Source: an optimization exercise on an open RTL-to-GDS flow (aim: small area). Production flows keep margins and buffers that such runs may drop.
The RTL was checked by simulation tests, not by an equivalence proof against the original design.

## the previous run
==> module VGA_controller, before the edit <==
module VGA_controller(CLK, RST, xpos, ypos, H_sync_out, V_sync_out, ADDR);
	function ge10(input [9:0] v, input [9:0] c);
		integer i;
		reg r;
		begin
			r = 1'b1;
			for (i = 0; i < 10; i = i + 1)
				r = c[i] ? (v[i] & r) : (v[i] | r);
			ge10 = r;
		end
	endfunction
	input CLK, RST;
	output reg [9:0] xpos;
	output reg [9:0] ypos;
	output H_sync_out, V_sync_out;
	output [17:0] ADDR;
	reg [14:0] hi;
	assign ADDR = {hi, ~xpos[2], xpos[1:0]};
	wire x_end = xpos[9] & xpos[8] & (&xpos[4:0]);    
	wire y_end = ypos[9] & (&ypos[3:0]);              
	wire lo_wrap = ~xpos[2] & xpos[1] & xpos[0];      
	wire [14:0] k = {{9{x_end}}, 1'b0, x_end, 2'b00, x_end, x_end | lo_wrap};
	wire [14:0] hi_sum;
	wire [15:0] cy;
	assign cy[0] = 1'b0;
	genvar i;
	generate for (i = 0; i < 15; i = i + 1) begin : add
		assign hi_sum[i] = hi[i] ^ k[i] ^ cy[i];
		assign cy[i+1] = (hi[i] & k[i]) | (cy[i] & (hi[i] ^ k[i]));
	end endgenerate
	always @(posedge CLK)
		if (RST | (x_end & y_end)) begin
			xpos <= 0;
			ypos <= 0;
			hi <= 15'd31655;                           
		end else begin
			hi <= hi_sum;
			if (x_end) begin
				xpos <= 0;
				ypos <= ypos + 1'b1;
			end else
				xpos <= xpos + 1'b1;
		end
	assign H_sync_out = ~(ge10(xpos, 10'd660) & ~ge10(xpos, 10'd755));
	assign V_sync_out = ~(ypos[9:1] == 9'd247);       
endmodule
==> module VBUFF_controller, before the edit <==
module VBUFF_controller(xpos, ypos, P1_xpos, P1_ypos, P2_xpos, P2_ypos, VRAM_in, LOSS_flag, COLOR_OUT);
	function ge10(input [9:0] v, input [9:0] c);
		integer i;
		reg r;
		begin
			r = 1'b1;
			for (i = 0; i < 10; i = i + 1)
				r = c[i] ? (v[i] & r) : (v[i] | r);
			ge10 = r;
		end
	endfunction
	input [9:0] xpos, ypos;
	input [9:0] P1_xpos, P2_xpos;
	input [8:0] P1_ypos, P2_ypos;
	input VRAM_in;
	output LOSS_flag;
	output [7:0] COLOR_OUT;
	wire data_on = ~ge10(xpos, 10'd640) & ~ge10(ypos, 10'd480);
	wire outline = ~ge10(xpos, 10'd100) | ge10(xpos, 10'd540) | ~ge10(ypos, 10'd20) | ge10(ypos, 10'd460);
	wire wall1 = ~ge10(P1_xpos, 10'd101) | ge10(P1_xpos, 10'd540) | ~ge10(P1_ypos, 10'd21) | ge10(P1_ypos, 10'd460);
	wire wall2 = ~ge10(P2_xpos, 10'd101) | ge10(P2_xpos, 10'd540) | ~ge10(P2_ypos, 10'd21) | ge10(P2_ypos, 10'd460);
	wire x_p1 = (xpos == P1_xpos);
	wire x_p2 = (xpos == P2_xpos);
	wire trail1 = x_p1 & (xpos == {1'b0, P1_ypos}) & VRAM_in;
	wire trail2 = x_p2 & (xpos == {1'b0, P2_ypos}) & VRAM_in;
	wire meet = (P1_xpos == P2_xpos) & (P1_ypos == P2_ypos);
	wire p1_lost = wall1 | trail1;
	assign LOSS_flag = p1_lost | wall2 | trail2 | meet;
	wire p1_here = x_p1 & (ypos == {1'b0, P1_ypos});
	wire p2_here = x_p2 & (ypos == {1'b0, P2_ypos});
	wire t1, t2;
	LOSS_TEXT ltext(.xpos(xpos), .ypos(ypos), .t_p1_lost(t1), .t_p2_lost(t2));
	wire text = p1_lost ? t1 : t2;
	wire field = ~LOSS_flag & ~outline;
	wire red   = LOSS_flag ? text : (field & ~p1_here & p2_here);
	wire green = field & p1_here;
	wire blue1 = field & ~p1_here & ~p2_here & VRAM_in;
	wire blue0 = ~LOSS_flag & outline;
	assign COLOR_OUT = {red, red, red, green, green, green, blue1, blue0} & {8{data_on}};
endmodule
clock: 40.0 ns
lec_check: 0
cap_margin: 20
core_margin: 2
core_utilization: 70
cts_buf_list: sky130_fd_sc_hd__clkbuf_8
cts_cluster_diameter: 60
cts_cluster_size: 20
place_density: 0.85
slew_margin: 20
standard.sh (not shown) runs the stock make flow with config.mk's settings and CLKGATE_MAP_FILE= SYNTH_SCRIPT=/design/flow/synth_recipe.tcl, a recipe that flattens the netlist after the stock synthesis.
==> flow/flow/run.sh <==
#!/bin/bash
set -euo pipefail
export BUFFER_PORTS_ARGS="-buffer_cell sky130_fd_sc_hd__buf_1"
export CTS_ARGS="-sink_clustering_enable -repair_clock_nets -dont_use_dummy_load -buf_list sky130_fd_sc_hd__clkbuf_8 -sink_clustering_size 20 -sink_clustering_max_diameter 60"
bash standard.sh > standard_flow.log 2>&1
Here is what was changed in the inputs of the current run compared with the previous run.
--- a/flow/design.v
+++ b/flow/design.v
@@ -29,4 +29,9 @@
 		assign cy[i+1] = (hi[i] & k[i]) | (cy[i] & (hi[i] ^ k[i]));
 	end endgenerate
+	wire [9:0] y_tog;
+	assign y_tog[0] = x_end;
+	generate for (i = 1; i < 10; i = i + 1) begin : ytog
+		assign y_tog[i] = y_tog[i-1] & ypos[i-1];
+	end endgenerate
 	always @(posedge CLK)
 		if (RST | (x_end & y_end)) begin
@@ -36,8 +41,8 @@
 		end else begin
 			hi <= hi_sum;
-			if (x_end) begin
+			ypos <= ypos ^ y_tog;
+			if (x_end)
 				xpos <= 0;
-				ypos <= ypos + 1'b1;
-			end else
+			else
 				xpos <= xpos + 1'b1;
 		end
@@ -62,8 +67,14 @@
 	output LOSS_flag;
 	output [7:0] COLOR_OUT;
-	wire data_on = ~ge10(xpos, 10'd640) & ~ge10(ypos, 10'd480);
+	wire data_on = ~(xpos[9] & (xpos[8] | xpos[7])) & ~(ypos[9] | (&ypos[8:5]));
 	wire outline = ~ge10(xpos, 10'd100) | ge10(xpos, 10'd540) | ~ge10(ypos, 10'd20) | ge10(ypos, 10'd460);
-	wire wall1 = ~ge10(P1_xpos, 10'd101) | ge10(P1_xpos, 10'd540) | ~ge10(P1_ypos, 10'd21) | ge10(P1_ypos, 10'd460);
-	wire wall2 = ~ge10(P2_xpos, 10'd101) | ge10(P2_xpos, 10'd540) | ~ge10(P2_ypos, 10'd21) | ge10(P2_ypos, 10'd460);
+	function wall(input [9:0] x, input [8:0] y);
+		wall = (~x[0] & ~x[1] & ~x[3] & ~x[4] & x[5] & ~x[7] & ~x[8]) |    
+		       (x[2] & x[3] & x[4] & x[9]) |                              
+		       (~y[0] & ~y[1] & ~y[3] & ~y[5] & ~y[6] & ~y[7] & ~y[8]) |   
+		       (y[2] & y[3] & y[6] & y[7] & y[8]);                         
+	endfunction
+	wire wall1 = wall(P1_xpos, P1_ypos);
+	wire wall2 = wall(P2_xpos, P2_ypos);
 	wire x_p1 = (xpos == P1_xpos);
 	wire x_p2 = (xpos == P2_xpos);
Notes after the runs:
The higher count of vias placed by the detailed router of the previous run and the current run is in the previous run. Final setup slack of the worst path is higher on the current run. In the current run relative to the previous run, routed length on met2 had gone down by a little under 10%. On routed wire length, the lower figure sits with the current run, not the previous run. The current run ends up with lower full die area than the previous run does. On the current run: ratio of routed vias to standard cells is about 3% lower than what the previous run gave. Looking at the previous run and the current run, the layout overhead on the synthesized area is a wash.

## static timing again, ports no longer ideal
How much do the figures lean on ideal ports? The routed layouts below were timed once more, with nothing changed but the port constraints. Step 1: set_driving_cell puts a clkbuf_16 on CLK and a buf_2 on each other input, an assumption about the parent block. Step 2 adds t to the input delays and takes it off the output delays; t is the mean of the earliest and latest rising clock arrival at the registers after step 1. Input paths then give back, and output paths get back, about the clock's delay inside the block. Slacks: ideal / step 1 / step 2; pairs: ideal / step 1.
| run | t (ns) | setup WS [ns] | hold WS [ns] | worst setup path at the end | clock arrival spread, ns |
|---|---|---|---|---|---|
| the previous run | 0.496 | 21.421 / 21.400 / 21.400 | 0.379 / 0.379 / 0.379 | input to output | 0.033 / 0.034 |
| the current run | 0.488 | 21.576 / 21.556 / 21.556 | 0.379 / 0.379 / 0.379 | input to output | 0.028 / 0.027 |
After both steps every run listed still meets setup and hold. The setup slack of the previous run, which loses most, moves by -0.021 ns with the drivers and by -0.021 ns with both steps.
